Background: an optimization exercise with open tools, aiming at small area. Do not read the settings as production practice. Only simulation tests tie the RTL to the original design; equivalence was not proved. No run shown here takes its clock network from TritonCTS; it comes from the design's own scripts or RTL. The clock port is modelled as an ideal driver, which makes a skipped or thinned clock tree look cheaper than it is; a real chip needs a root buffer or a tree. Power figures rest on the tool's default switching activity, not on a simulated workload.

==> design/flow/design.v <==
module protein_kontrol(
input clk,
input rst,
input [5:0] kodon1,
input [5:0] kodon2,
output [63:0] puan,
output reg [9:0] uzunluk,
output reg bitti_mi
    );
    wire [5:0] x = kodon1 ^ kodon2;
    wire d0 = x[1] | x[0];
    wire d1 = x[3] | x[2];
    wire d2 = x[5] | x[4];
    reg [1:0] m1, m2;
    reg [11:0] p;
    reg basla;
    wire start = kodon1 == 6'b000110;
    wire stop  = ~kodon1[5] & kodon1[4] & ~kodon1[2] & ~kodon1[0] & ~(kodon1[3] & kodon1[1]);
    wire uzun = &{uzunluk[9:5], uzunluk[3], uzunluk[0]};
    wire clr = rst | bitti_mi;
    wire [1:0] a = m2;
    wire [12:0] pc;
    wire [11:0] ps;
    assign ps[0] = p[0] ^ a[0];
    assign pc[1] = p[0] & a[0];
    assign ps[1] = p[1] ^ a[1] ^ pc[1];
    assign pc[2] = (p[1] & a[1]) | (pc[1] & (p[1] ^ a[1]));
    genvar i;
    generate for (i = 2; i < 12; i = i + 1) begin : pinc
        assign ps[i] = p[i] ^ pc[i];
        assign pc[i+1] = p[i] & pc[i];
    end endgenerate
    wire [10:0] lc;
    wire [9:0] ls;
    assign lc[0] = basla;
    generate for (i = 0; i < 10; i = i + 1) begin : linc
        assign ls[i] = uzunluk[i] ^ lc[i];
        assign lc[i+1] = uzunluk[i] & lc[i];
    end endgenerate
    always @(posedge clk) begin
        m1 <= {(d0 & d1) | (d0 & d2) | (d1 & d2), d0 ^ d1 ^ d2};
        m2 <= ~m1 & {2{~clr & (basla | start)}};
        basla <= ~clr & (basla | start);
        bitti_mi <= ~clr & (uzun | stop);
        uzunluk <= ls & {10{~clr}};
        p <= ps & {12{~clr}};
    end
    assign puan = {52'd0, p};
endmodule
==> design/flow/flow/run.sh <==
#!/bin/bash
# Own layout flow: the standard synthesis unchanged, then the standard ORFS
# layout with these changes:
#  - the constant-0 outputs share the one tie cell synthesis makes
#    (SKIP_REPAIR_TIE_FANOUT), instead of one tie cell per port;
#  - port buffers use buf_1 instead of clkdlybuf4s50_1;
#  - the clock tree is one buffer driving all flip-flops (cts_post.tcl).
set -euo pipefail
F=$PWD/flow
bash standard.sh synth > synth.log 2>&1
bash standard.sh SKIP_REPAIR_TIE_FANOUT=1 \
  "BUFFER_PORTS_ARGS=-buffer_cell sky130_fd_sc_hd__buf_1" \
  "CTS_ARGS=-buf_list sky130_fd_sc_hd__clkbuf_8 -root_buf sky130_fd_sc_hd__clkbuf_8 -dont_use_dummy_load" \
  POST_CTS_TCL=$F/cts_post.tcl CLK_LEAVES=${CLK_LEAVES:-2} CLK_LEAF_CELL=${CLK_LEAF_CELL:-sky130_fd_sc_hd__clkbuf_8} \
  finish > layout.log 2>&1
==> design/flow/flow/cts_post.tcl <==
# Replace the clock tree that CTS built with CLK_LEAVES buffers of cell
# CLK_LEAF_CELL, each driven by the clock port and driving an equal share of
# the flip-flops (split by position), placed at the centre of its share.
set block [ord::get_db_block]
set clk_net [$block findNet clk]
set nleaf $::env(CLK_LEAVES)
set cell $::env(CLK_LEAF_CELL)
set master [[ord::get_db] findMaster $cell]
# walk the tree: collect sinks (non-buffer loads) and the CTS buffers
set sinks {}
set bufs {}
set todo [list $clk_net]
while {[llength $todo]} {
  set net [lindex $todo 0]
  set todo [lrange $todo 1 end]
  foreach it [$net getITerms] {
    if {![$it isInputSignal]} { continue }
    set inst [$it getInst]
    if {[string match "sky130_fd_sc_hd__clkbuf_*" [[$inst getMaster] getName]]} {
      lappend bufs $inst
      lappend todo [[$inst findITerm X] getNet]
    } else {
      lappend sinks $it
    }
  }
}
foreach inst $bufs {
  set onet [[$inst findITerm X] getNet]
  foreach it [$inst getITerms] { if {[$it getNet] ne "NULL"} { $it disconnect } }
  odb::dbInst_destroy $inst
  if {$onet != $clk_net} { odb::dbNet_destroy $onet }
}
foreach it $sinks { $it disconnect }
# split sinks by position along the longer side
set keyed {}
foreach it $sinks {
  set bb [[$it getInst] getBBox]
  set x [expr {([$bb xMin] + [$bb xMax]) / 2}]
  set y [expr {([$bb yMin] + [$bb yMax]) / 2}]
  lappend keyed [list $x $y $it]
}
set xs [lsort -integer [lmap k $keyed {lindex $k 0}]]
set ys [lsort -integer [lmap k $keyed {lindex $k 1}]]
set axis [expr {([lindex $xs end] - [lindex $xs 0]) >= ([lindex $ys end] - [lindex $ys 0]) ? 0 : 1}]
set keyed [lsort -integer -index $axis $keyed]
set n [llength $keyed]
for {set g 0} {$g < $nleaf} {incr g} {
  set lo [expr {$g * $n / $nleaf}]
  set hi [expr {($g + 1) * $n / $nleaf - 1}]
  set inst [odb::dbInst_create $block $master "clkbuf_leaf_$g"]
  set net [odb::dbNet_create $block "clknet_leaf_$g"]
  $net setSigType CLOCK
  [$inst findITerm A] connect $clk_net
  [$inst findITerm X] connect $net
  set sx 0; set sy 0
  foreach k [lrange $keyed $lo $hi] {
    [lindex $k 2] connect $net
    set sx [expr {$sx + [lindex $k 0]}]
    set sy [expr {$sy + [lindex $k 1]}]
  }
  set m [expr {$hi - $lo + 1}]
  $inst setLocation [expr {$sx / $m}] [expr {$sy / $m}]
  $inst setPlacementStatus PLACED
  puts "clock leaf $g: $cell driving $m flip-flops"
}
detailed_placement
check_placement -verbose
estimate_parasitics -placement
report_check_types -max_slew -max_capacitance -violators
==> design/flow/standard.sh <==
#!/bin/bash
# synth_recipe.tcl (not shown) runs the flow's synth.tcl, then flattens the netlist and writes it again
# the make line also repeats each setting of config.mk as NAME=value (left out here)
make -C /OpenROAD-flow-scripts/flow DESIGN_CONFIG=/design/flow/config.mk WORK_HOME=/design/flow/orfs CLKGATE_MAP_FILE= SYNTH_SCRIPT=/design/flow/synth_recipe.tcl "${@:-finish}"
==> design/flow/config.mk <==
export PLATFORM = sky130hd
export DESIGN_NAME = protein_kontrol
export DESIGN_NICKNAME = protein_kontrol
export VERILOG_FILES = /design/flow/design.v
export SDC_FILE = /design/flow/constraint.sdc
export NUM_CORES = 8
export LEC_CHECK = 0
export CAP_MARGIN = 20
export CORE_MARGIN = 2
export CORE_UTILIZATION = 40
export SLEW_MARGIN = 20
==> design/flow/constraint.sdc <==
create_clock -name core_clock -period 5.0 [get_ports {clk}]
set_input_delay 1.0000 -clock core_clock [delete_from_list [all_inputs] [get_ports {clk}]]
set_output_delay 1.0000 -clock core_clock [all_outputs]
set_load 0.01 [all_outputs]
==> results of run 1 <==
sequential cells by signal (all words and copies together) (netlist names):
name / count
m2: 2
p: 12
uzunluk: 10
bitti_mi: 1
m1: 2
basla: 1
through the flow:
stage	utilization	instance area, um^2
2_1_floorplan	-	1535
5_1_grt	0.3677	1356
3_5_place_dp	0.3602	1329
3_3_place_gp	0.3602	1329
6_report	0.3677	1356
cells in the final DEF, fill, tap and decap left out:
cell,netlist,routed
or2_1,1,1
dfxtp_1,28,28
nor2_1,5,5
ha_1,19,19
and4bb_2,1,1
conb_1,1,1
clkbuf_8,0,2
a21oi_1,2,2
xnor2_1,8,8
nor3_1,2,2
and4_1,1,1
buf_1,0,36
nand2_1,4,4
fa_1,2,2
nand4b_1,1,1
nand4_1,1,1
and2_1,20,20
per-layer routing:
metal | part of all wire | vias to the layer above | track usage
li1 | - | 397 | -
met1 | 0.41 | 347 | 0.1026
met2 | 0.47 | 39 | 0.1717
met3 | 0.11 | 3 | 0.02215
met4 | 0.020 | 0 | 0.04592
met5 | 0 | - | 0
synthesized netlist by cell type:
library cell | n | area share
and2_1 | 20 | 0.081
ha_1 | 19 | 0.15
buf_4 | 52 | 0.25
dfxtp_1 | 28 | 0.37
nor2_1 | 5 | 0.012
xnor2_1 | 8 | 0.046
nand4b_1 | 1 | 0.0057
nand2_1 | 4 | 0.0098
a21oi_1 | 2 | 0.0065
nor3_1 | 2 | 0.0065
nand4_1 | 1 | 0.0041
clkbuf_1 | 3 | 0.0073
and4bb_2 | 1 | 0.0081
fa_1 | 2 | 0.026
or2_1 | 1 | 0.0041
conb_1 | 1 | 0.0024
and4_1 | 1 | 0.0057
power by group:
| part | internal (uW) | switching [uW] |
|---|---|---|
| combinational | 8.16 | 27.6 |
| sequential | 227 | 1.17 |
| clock | 36.8 | 51.5 |
final cells by class:
| class | count | area, um^2 |
|---|---|---|
| repair buffers | 36 | 135.1 |
| well taps | 48 | 60.06 |
| fillers | 383 | 2332 |
| multi-input cells | 68 | 573.1 |
| flip-flops and latches | 28 | 560.5 |
| plain buffers | 2 | 27.53 |
critical path, cell delays in order, from the launching register on:
cell and delay [ns]:
dfxtp_1 0.33, ha_1 0.19, fa_1 0.36, ha_1 0.19, ha_1 0.17, ha_1 0.18, ha_1 0.18, ha_1 0.17
ha_1 0.17, ha_1 0.18, ha_1 0.18, ha_1 0.19, xnor2_1 0.15, nor2_1 0.05
cells by family (layout without fill, tap and decap cells):
family	Yosys count	in the layout	share of synthesized area
and+or+nand+nor	36	36	0.1377
adders and majority gates	21	21	0.1809
DFF	28	28	0.3651
buffers and inverters	55	38	0.2616
AOI/OAI and AO/OA	2	2	0.006520
other	1	1	0.002443
xor gates and xnor gates	8	8	0.04564
worst paths after layout:
check,endpoint,slack [ns],depth (start not counted)
worst max register to register,p[11],2.21,13
worst min-delay path,m2[0],0.39,1
worst max-delay path,p[11],2.21,13
worst min register to register,m2[0],0.39,1
==> summary.txt, run 1 <==
setup TNS 0 ns; maxcap violations 0; #FFs+latches synth 28; syn nets 186; Req. time, crit path 5.04 ns; ANT nets after route 0; leak pwr about 0.00063 uW; number of global-route vias before repair 748; final net count 171; HP Class flop to flop; clock slew at the register clock pins of the worst setup and hold paths 0.08 ns; post-detail-place hpwl between 1.5 and 2 mm; cell count after synthesis approximately 150; pre-CTS WS around 2.2 ns; outcome no timing/DRC/antenna violations; Syn-to-layout area delta -11.65%; die height 65.95 um; first-pass GRT wire length 3.194 mm; critical path startpoint category flop; share of cells above drive strength 1 0.02239; clock latency at the later pin of the worst-skew pair ~0.14 ns; non-filler cells in the finished layout approximately 180; Initial Utilization 0.4162; PortBufs 36; Critical Path AT 2.83 ns; worst hold margin 0.3946 ns; worst vdd ir just over 0.00009 V; Final Max Slew Viols 0; Cells after DPL 180; Syn Area/Cell a little over 10 um^2; antenna violations before repair 0; Clock Skew between 0.004 and 0.005 ns; Fmax 358.1 MHz; RSZ-0062 raised after global routing false; Slew headroom 0.4241; Pwr Total 352.0 uW; number of warnings issued by yosys 1; vias 786; RR Startpoint p[0]; final worst slack 2.208 ns; final wirelength ~1.9 mm; n_diodes 0; Post-Syn Area ~0.0015 mm^2; wire per inst 10.57 um; drt pass-1 iters 2; grt total ovfl 0; row count 22; Unique masters post-synth 17; Via density 4.319; residual DRC count 0; Power Density 259.6 mW/mm^2; CP endpoint kind flop; largest net degree at the start of global routing 53; Final Setup Violations 0; CORE AREA 0.003689 mm^2; kind of critical path flop to flop; Worst-Margin Slew 0.8606 ns; Sink Count 28; register area share after synthesis 0.3651; min Tclk post-route around 2.8 ns; crit path launch p[0]; die area 0.004349 mm^2; largest fanout on the critical path 2; period utilisation layout 0.5585; I/O pins about 90; initial DRC count 7; final-report hold violation count 0; die width approximately 66 um; hold path startpoint m1[0]; Tot GR Track Use 0.09471; GP Congestion slightly below 0.7
==> inputs of run 2 (changes only) <==
--- a/design/flow/flow/run.sh
+++ b/design/flow/flow/run.sh
@@ -11,5 +11,5 @@
 bash standard.sh SKIP_REPAIR_TIE_FANOUT=1 \
   "BUFFER_PORTS_ARGS=-buffer_cell sky130_fd_sc_hd__buf_1" \
   "CTS_ARGS=-buf_list sky130_fd_sc_hd__clkbuf_8 -root_buf sky130_fd_sc_hd__clkbuf_8 -dont_use_dummy_load" \
-  POST_CTS_TCL=$F/cts_post.tcl CLK_LEAVES=${CLK_LEAVES:-2} CLK_LEAF_CELL=${CLK_LEAF_CELL:-sky130_fd_sc_hd__clkbuf_8} \
+  POST_CTS_TCL=$F/cts_post.tcl CLK_LEAVES=${CLK_LEAVES:-4} CLK_LEAF_CELL=${CLK_LEAF_CELL:-sky130_fd_sc_hd__clkbuf_2} \
   finish > layout.log 2>&1
==> summary.txt, run 2 <==
crit-path max cell delay around 0.36 ns; most common flop cell mapped by yosys dfxtp_1; n_diodes 0; Req. time, crit path 5.04 ns; Fmax 357.5 MHz; Syn Area/Cell 10.17 um^2; die width 65.95 um; Initial Utilization 0.4162; share of the synthesized area in the top cell type 0.3651; post-placement cell area 0.001329 mm^2; PortBufs 36; Unique masters post-synth 17; maxcap violations 0; final-report hold violation count 0; clock latency at the later pin of the worst-skew pair 0.14 ns; max reg flops 12; post-detail-place hpwl 1.626 mm; die height 65.95 um; register area share after synthesis 0.3651; number of warnings issued by yosys 1; setup TNS 0 ns; largest area contributor in the netlist dfxtp_1; period utilisation layout 0.5594; antenna violations before repair 0; Slowest-stage cell, CP fa_1; cell count after synthesis 151; first-pass GRT wire length 3.229 mm; Critical Path AT between 2 and 3 ns; number of global-route vias before repair 764; Slew headroom 0.4336; asr flop ratio synth 0; Most flops, register p; worst path bufs/invs 0; drt pass-1 iters 2; GP Congestion 0.6781; #FFs+latches synth 28; largest net degree at the start of global routing 53; vias 800; grt total ovfl 0; CORE AREA 0.003689 mm^2; Tot GR Track Use 0.09936; worst vdd ir 0.0001039 V; Post-Syn Area 0.001535 mm^2; biggest regs p: 12 flops, uzunluk: 10 flops; EDFF count, synth 0; wire per inst 10.68 um; clock slew at the register clock pins of the worst setup and hold paths between 0.1 and 0.15 ns; initial DRC count 13; most frequent CP cell ha_1; kind of critical path flop to flop; Power Density 250.7 mW/mm^2; critical path cell sequence ha_1, fa_1, ha_1, ha_1, ha_1, ha_1, ha_1, ha_1, ha_1, ha_1, ha_1, xnor2_1, nor2_1; CP endpoint kind flop; outcome no timing/DRC/antenna violations; min Tclk post-route 2.797 ns; Filler cells 385; residual DRC count 0; most common cell in the synthesized netlist buf_4; most frequent cells in the layout 36 x buf_1, 28 x dfxtp_1, 20 x and2_1; Via density 4.348; largest fanout on the critical path 2; Worst-Margin Slew between 0.8 and 0.9 ns; Final Cell Area 0.001349 mm^2; ANT nets after route 0; leak pwr around 0.00063 uW; HP Class flop to flop; final wirelength 1.966 mm; commonest non-fill, non-tap cell in the layout buf_1; die area roughly 0.0043 mm^2; Clock Skew 0.01178 ns; kind of cell adding the most delay to the critical path adder cells; share of cells above drive strength 1 0.03676; Final Max Slew Viols 0; row count 22; Sink Count 28; Final Setup Violations 0; I/O pins 89; ranking of synthesized cells by area dfxtp_1 37%, buf_4 25%, ha_1 15%; RSZ-0062 raised after global routing false; Syn-to-layout area delta -12.14%; critical path startpoint category flop; commonest cells in the netlist 52 x buf_4, 28 x dfxtp_1, 20 x and2_1; final net count 173; syn nets 186
-- run 2: cell count changes in the layout (fill, tap and decap cells not counted), sizes merged --
cell    delta
clkbuf     +2
-- run 2: cell type report --
cell class,count,area (um^2),area share
buffer,4,20.02,0.01484
multi-input combinational,68,573.1,0.4249
sequential,28,560.5,0.4156
tap,48,60.06,0.04453
timing repair buffer,36,135.1,0.1002
-- run 2: kinds of logic (layout without fill, tap and decap cells) --
kind of cell	count (synthesis)	in the layout	share of synthesized area
AO/OA/AOI/OAI	2	2	0.006520
AND/OR/NAND/NOR	36	36	0.1377
other	1	1	0.002443
adder cells (fa/ha/maj)	21	21	0.1809
flip-flops	28	28	0.3651
buffers and inverters	55	40	0.2616
XOR/XNOR	8	8	0.04564
-- run 2: stage by stage --
step | setup WS (ns) | cells | hold slack, ns | utilization | total power, uW
detailed placement | 2.203 | 180 | 0.3803 | 0.3602 | 269.2
finish | 2.203 | 184 | 0.3994 | 0.3657 | 338.2
global route | 2.056 | 184 | 0.4282 | 0.3657 | 358.8
global placement | 2.227 | 180 | 0.3818 | 0.3602 | 268.4
floorplan | 2.263 | 151 | 0.3763 | - | 291.7
-- run 2: worst register-to-register path, stage by stage (launching register included) --
cell	delay [ns]
dfxtp_1	0.34
ha_1	0.19
fa_1	0.36
ha_1	0.19
ha_1	0.17
ha_1	0.17
ha_1	0.18
ha_1	0.18
ha_1	0.17
ha_1	0.18
ha_1	0.18
ha_1	0.19
xnor2_1	0.15
nor2_1	0.05
-- run 2: routing by layer --
metal | wire length [um] | vias to the layer above | GRT usage
li1 | - | 401 | -
met1 | 798 | 353 | 0.1058
met2 | 910 | 41 | 0.1692
met3 | 215 | 5 | 0.02726
met4 | 42 | 0 | 0.06888
met5 | 0 | - | 0
-- run 2: final timing paths --
kind          from  endpoint  slack (ns)  cells after the start
max           p[0]     p[11]        2.20                     13
max reg2reg   p[0]     p[11]        2.20                     13
min reg2reg  m1[0]     m2[0]        0.40                      1
min          m1[0]     m2[0]        0.40                      1
-- run 2: power by group --
group | internal [uW] | switching [uW]
clock | 22.4 | 51.8
sequential | 227 | 1.17
combinational | 8.16 | 27.6
total | 258 | 80.5
==> inputs of run 3 (changes only) <==
--- a/design/flow/flow/run.sh
+++ b/design/flow/flow/run.sh
@@ -11,5 +11,5 @@
 bash standard.sh SKIP_REPAIR_TIE_FANOUT=1 \
   "BUFFER_PORTS_ARGS=-buffer_cell sky130_fd_sc_hd__buf_1" \
   "CTS_ARGS=-buf_list sky130_fd_sc_hd__clkbuf_8 -root_buf sky130_fd_sc_hd__clkbuf_8 -dont_use_dummy_load" \
-  POST_CTS_TCL=$F/cts_post.tcl CLK_LEAVES=${CLK_LEAVES:-4} CLK_LEAF_CELL=${CLK_LEAF_CELL:-sky130_fd_sc_hd__clkbuf_2} \
+  POST_CTS_TCL=$F/cts_post.tcl CLK_LEAVES=${CLK_LEAVES:-1} CLK_LEAF_CELL=${CLK_LEAF_CELL:-sky130_fd_sc_hd__clkbuf_16} \
   finish > layout.log 2>&1
==> summary.txt, run 3 <==
largest net degree at the start of global routing 53; clock latency at the later pin of the worst-skew pair about 0.16 ns; share of cells above drive strength 1 0.01504; drt pass-1 iters 2; most common cell in the synthesized netlist buf_4; Final Setup Violations 0; I/O pins 89; largest fanout on the critical path 2; Tot GR Track Use 0.09292; kind of critical path flop to flop; commonest non-fill, non-tap cell in the layout buf_1; period utilisation layout 0.5602; leak pwr 0.0006285 uW; vias 786; initial DRC count 8; post-detail-place hpwl between 1.5 and 2 mm; final wirelength 1.919 mm; Critical Path AT 2.85 ns; most frequent cells in the layout 36 x buf_1, 28 x dfxtp_1, 20 x and2_1; max reg flops 12; RSZ-0062 raised after global routing false; outcome no timing/DRC/antenna violations; Worst-Margin Slew 0.8637 ns; Syn-to-layout area delta -11.82%; Req. time, crit path 5.05 ns; HP Class flop to flop; Syn Area/Cell 10.17 um^2; Util after Layout 0.3670; wire per inst about 11 um; row count 22; syn nets approximately 190; CP endpoint kind flop; min Tclk post-route 2.801 ns; ranking of synthesized cells by area dfxtp_1 37%, buf_4 25%, ha_1 15%; biggest regs p: 12 flops, uzunluk: 10 flops; final-report hold violation count 0; PortBufs 36; final net count 170; most common flop cell mapped by yosys dfxtp_1; Post-Syn Area between 0.0015 and 0.002 mm^2; Via density approximately 4.3; CORE AREA 0.003689 mm^2; #FFs+latches synth 28; Fmax between 300 and 400 MHz; grt total ovfl 0; die width 65.95 um; die area ~0.0043 mm^2; setup TNS 0 ns; Sink Count 28; Initial Utilization 0.4162; Most flops, register p; Slew headroom 0.4220; EDFF count, synth 0; Clock Skew about 0.0069 ns; antenna violations before repair 0; worst vdd ir 0.0001716 V; commonest cells in the netlist 52 x buf_4, 28 x dfxtp_1, 20 x and2_1; die height 65.95 um; asr flop ratio synth 0; Final Max Slew Viols 0; clock slew at the register clock pins of the worst setup and hold paths about 0.10 ns; number of warnings issued by yosys 1; residual DRC count 0; Unique masters post-synth 17; register area share after synthesis 0.3651; first-pass GRT wire length 3.146 mm; number of global-route vias before repair 744; Power Density 259.7 mW/mm^2; n_diodes 0; largest area contributor in the netlist dfxtp_1; maxcap violations 0; ANT nets after route 0; share of the synthesized area in the top cell type 0.3651; GP Congestion 0.6781; cell count after synthesis 151; critical path startpoint category flop
-- run 3: cell counts after synthesis --
Identical to the previous run, type by type.
-- run 3: cells by family (layout without fill, tap and decap cells) --
family / Yosys count / count (layout) / synth area share
AOI/OAI and AO/OA: 2 / 2 / 0.006520
and+or+nand+nor: 36 / 36 / 0.1377
other: 1 / 1 / 0.002443
buffers and inverters: 55 / 37 / 0.2616
xor gates and xnor gates: 8 / 8 / 0.04564
DFF: 28 / 28 / 0.3651
adders and majority gates: 21 / 21 / 0.1809
-- run 3: final timing paths --
check,start,endpoint,slack [ns],depth (start not counted)
min reg2reg,m1[0],m2[0],0.40,1
min,m1[0],m2[0],0.40,1
max reg2reg,p[0],p[11],2.20,13
max,p[0],p[11],2.20,13
-- run 3: final cells by class --
type / instances / area, um^2
Timing Repair Buffer: 36 / 135.1
Tap cell: 48 / 60.06
Buffer: 1 / 25.02
Multi-Input combinational cell: 68 / 573.1
Sequential cell: 28 / 560.5
Fill cell: 382 / 2335
-- run 3: where the power goes --
part           internal [uW]  switching, uW
logic                   8.15           27.6
registers                227           1.16
clock network           36.8           50.9
-- run 3: worst max-delay path: stages (launching register included) --
cell and delay, ns:
dfxtp_1 0.34, ha_1 0.19, fa_1 0.36, ha_1 0.19, ha_1 0.17, ha_1 0.18, ha_1 0.18, ha_1 0.18
ha_1 0.17, ha_1 0.18, ha_1 0.18, ha_1 0.19, xnor2_1 0.15, nor2_1 0.05
-- run 3: stage by stage --
stage | std cells | instance area [um^2] | setup slack, ns | power (uW) | hold WS [ns]
6_report | 181 | 1354 | 2.199 | 351.6 | 0.3964
5_1_grt | 181 | 1354 | 2.058 | 369.8 | 0.4248
3_5_place_dp | 180 | 1329 | 2.203 | 269.2 | 0.3803
3_3_place_gp | 180 | 1329 | 2.227 | 268.4 | 0.3818
2_1_floorplan | 151 | 1535 | 2.263 | 291.7 | 0.3763
-- run 3: layer usage --
layer	routed length [um]	global-route usage
met1	746	0.09634
met5	0	0
met2	937	0.1768
met3	199	0.02215
met4	34	0.03827
==> inputs of run 4 (changes only) <==
==> design/flow/flow/run.sh (replaced) <==
#!/bin/bash
# Own layout flow: the standard synthesis unchanged, then the standard ORFS
# layout with these changes:
#  - the constant-0 outputs share the one tie cell synthesis makes
#    (SKIP_REPAIR_TIE_FANOUT), instead of one tie cell per port;
#  - port buffers use buf_1 instead of clkdlybuf4s50_1;
#  - the clock tree is four clkbuf_2, each driven by the clock port and
#    driving a quarter of the flip-flops (cts_post.tcl).
set -euo pipefail
F=$PWD/flow
bash standard.sh synth > synth.log 2>&1
bash standard.sh SKIP_REPAIR_TIE_FANOUT=1 \
  "BUFFER_PORTS_ARGS=-buffer_cell sky130_fd_sc_hd__buf_1" \
  "CTS_ARGS=-buf_list sky130_fd_sc_hd__clkbuf_8 -root_buf sky130_fd_sc_hd__clkbuf_8 -dont_use_dummy_load" \
  POST_CTS_TCL=$F/cts_post.tcl CLK_LEAVES=${CLK_LEAVES:-4} CLK_LEAF_CELL=${CLK_LEAF_CELL:-sky130_fd_sc_hd__clkbuf_2} \
  finish > layout.log 2>&1
==> summary.txt, run 4 <==
outcome no timing/DRC/antenna violations; row count 22; crit-path max cell delay between 0.3 and 0.4 ns; CP endpoint kind flop; Power Density 250.7 mW/mm^2; maxcap violations 0; most common flop cell mapped by yosys dfxtp_1; Unique masters post-synth 17; min Tclk post-route between 2 and 3 ns; final-report hold violation count 0; HP Class flop to flop; period utilisation layout 0.5594; Slowest-stage cell, CP fa_1; kind of critical path flop to flop; Hold EP m2[0]; share of cells above drive strength 1 0.03676; non-filler cells in the finished layout 184; RSZ-0062 raised after global routing false; most common cell in the synthesized netlist buf_4; leak pwr 0.0006328 uW; Sink Count 28; Fmax 357.5 MHz; largest net degree at the start of global routing 53; biggest regs p: 12 flops, uzunluk: 10 flops; PortBufs 36; ANT nets after route 0; max reg flops 12; #FFs+latches synth 28; commonest cells in the netlist 52 x buf_4, 28 x dfxtp_1, 20 x and2_1; Slew headroom 0.4336; Cells after DPL 180; EDFF count, synth 0; die height 65.95 um; final net count 173; Post-Syn Area approximately 0.0015 mm^2; most frequent cells in the layout 36 x buf_1, 28 x dfxtp_1, 20 x and2_1; clock slew at the register clock pins of the worst setup and hold paths 0.12 ns; kind of cell adding the most delay to the critical path adder cells; hold path startpoint m1[0]; Most flops, register p; ranking of synthesized cells by area dfxtp_1 37%, buf_4 25%, ha_1 15%; Tot GR Track Use 0.09936; RR Endpoint p[11]; setup TNS 0 ns; Via density 4.348; syn nets 186; share of the synthesized area in the top cell type 0.3651; n_diodes 0; worst path bufs/invs 0; first-pass GRT wire length 3.229 mm; Final Max Slew Viols 0; most frequent CP cell ha_1; asr flop ratio synth 0; die area 0.004349 mm^2; register area share after synthesis 0.3651; R2R cell count 13; I/O pins 89; CORE AREA 0.003689 mm^2; number of global-route vias before repair 764; largest area contributor in the netlist dfxtp_1; Syn Area/Cell just over 10 um^2; GP Congestion 0.6781; residual DRC count 0; wire per inst 10.68 um; die width 65.95 um; R2R Setup Slk 2.20 ns; Worst-Margin Slew 0.8465 ns; cell count after synthesis 151; grt total ovfl 0; Hold Path Depth 1; vias 800; number of warnings issued by yosys 1; antenna violations before repair 0; critical path cell sequence ha_1, fa_1, ha_1, ha_1, ha_1, ha_1, ha_1, ha_1, ha_1, ha_1, ha_1, xnor2_1, nor2_1; Final Setup Violations 0; critical path startpoint category flop; post-detail-place hpwl 1.626 mm; RR Startpoint p[0]; Clock Skew 0.01178 ns; initial DRC count 13; largest fanout on the critical path 2; Critical Path AT between 2 and 3 ns; Initial Utilization 0.4162; commonest non-fill, non-tap cell in the layout buf_1; drt pass-1 iters 2; worst vdd ir 0.0001039 V; final wirelength 1.966 mm; Req. time, crit path approximately 5.0 ns; Syn-to-layout area delta -12.14%; Filler cells 385; clock latency at the later pin of the worst-skew pair 0.14 ns
==> run 4: cell counts after synthesis <==
Identical to the previous run, type by type.
==> run 4: worst max path at each step <==
| stage | from | endpoint | slack [ns] | cells after the start |
|---|---|---|---|---|
| 2_1_floorplan | p[0] | p[10] | 2.26 | 12 |
| 3_3_place_gp | p[0] | p[11] | 2.23 | 13 |
| 3_5_place_dp | p[0] | p[10] | 2.20 | 12 |
| 5_1_grt | p[0] | p[11] | 2.06 | 13 |
| 6_report | p[0] | p[11] | 2.20 | 13 |
==> run 4: layer usage <==
| metal | routed length, um | track usage | up-vias |
|---|---|---|---|
| met5 | 0 | 0 | - |
| met4 | 42 | 0.06888 | 0 |
| met3 | 215 | 0.02726 | 5 |
| met2 | 910 | 0.1692 | 41 |
| met1 | 798 | 0.1058 | 353 |
| li1 | - | - | 401 |
==> run 4: area by class of cell <==
cell class	count	area, um^2	share of cell area
Buffer	4	20.02	0.01484
Tap cell	48	60.06	0.04453
Multi-Input combinational cell	68	573.1	0.4249
Timing Repair Buffer	36	135.1	0.1002
Sequential cell	28	560.5	0.4156
==> run 4: power by group <==
part / total [uW] / leakage (uW) / internal, uW / switching (uW)
logic: 35.7 / 0.000390 / 8.16 / 27.6
clock network: 74.2 / 0.0000166 / 22.4 / 51.8
registers: 228 / 0.000226 / 227 / 1.17
==> run 4: cells by family after synthesis <==
kind of cell | after synthesis | synth area share
buffers and inverters | 55 | 0.2616
AOI/OAI and AO/OA | 2 | 0.006520
other | 1 | 0.002443
DFF | 28 | 0.3651
and+or+nand+nor | 36 | 0.1377
adders and majority gates | 21 | 0.1809
xor gates and xnor gates | 8 | 0.04564
==> run 4: metrics by stage <==
step	instance area (um^2)	hold WS [ns]	worst slack [ns]	power, uW	util
after floorplan	1535	0.3763	2.263	291.7	-
after global placement	1329	0.3818	2.227	268.4	0.3602
after detailed placement	1329	0.3803	2.203	269.2	0.3602
after global routing	1349	0.4282	2.056	358.8	0.3657
final	1349	0.3994	2.203	338.2	0.3657
==> run 4: worst reg2reg max path, delay by kind of cell (launching register included) <==
family,cells,cell delay (ns)
xor gates and xnor gates,1,0.15
and+or+nand+nor,1,0.05
DFF,1,0.34
adders and majority gates,11,2.16

==> re-timing with driven ports <==
In the flow no input, the clock included, has a driving cell. The finished layouts below were timed again as built, in two steps. Step 1: set_driving_cell puts a clkbuf_16 on clk and a buf_2 on each other input, an assumption about the parent block. Step 2 adds t to the input delays and takes it off the output delays; t is the mean of the earliest and latest rising clock arrival at the registers after step 1. Input paths then give back, and output paths get back, about the clock's delay inside the block. a / b / c = ideal / step 1 / step 2; a / b = the first two.
run	t (ns)	slack for setup (ns)	hold WS [ns]	latest minus earliest clock arrival (ns)	cell pins on the clock port's net
run 1	0.171	2.208 / 2.208 / 2.208	0.395 / 0.395 / 0.395	0.005 / 0.005	2
run 2	0.176	2.203 / 2.203 / 2.203	0.399 / 0.399 / 0.399	0.012 / 0.012	4
run 3	0.185	2.199 / 2.199 / 2.199	0.396 / 0.396 / 0.396	0.007 / 0.007	1
run 4	0.176	2.203 / 2.203 / 2.203	0.399 / 0.399 / 0.399	0.012 / 0.012	4
After both steps every run listed still meets setup and hold.
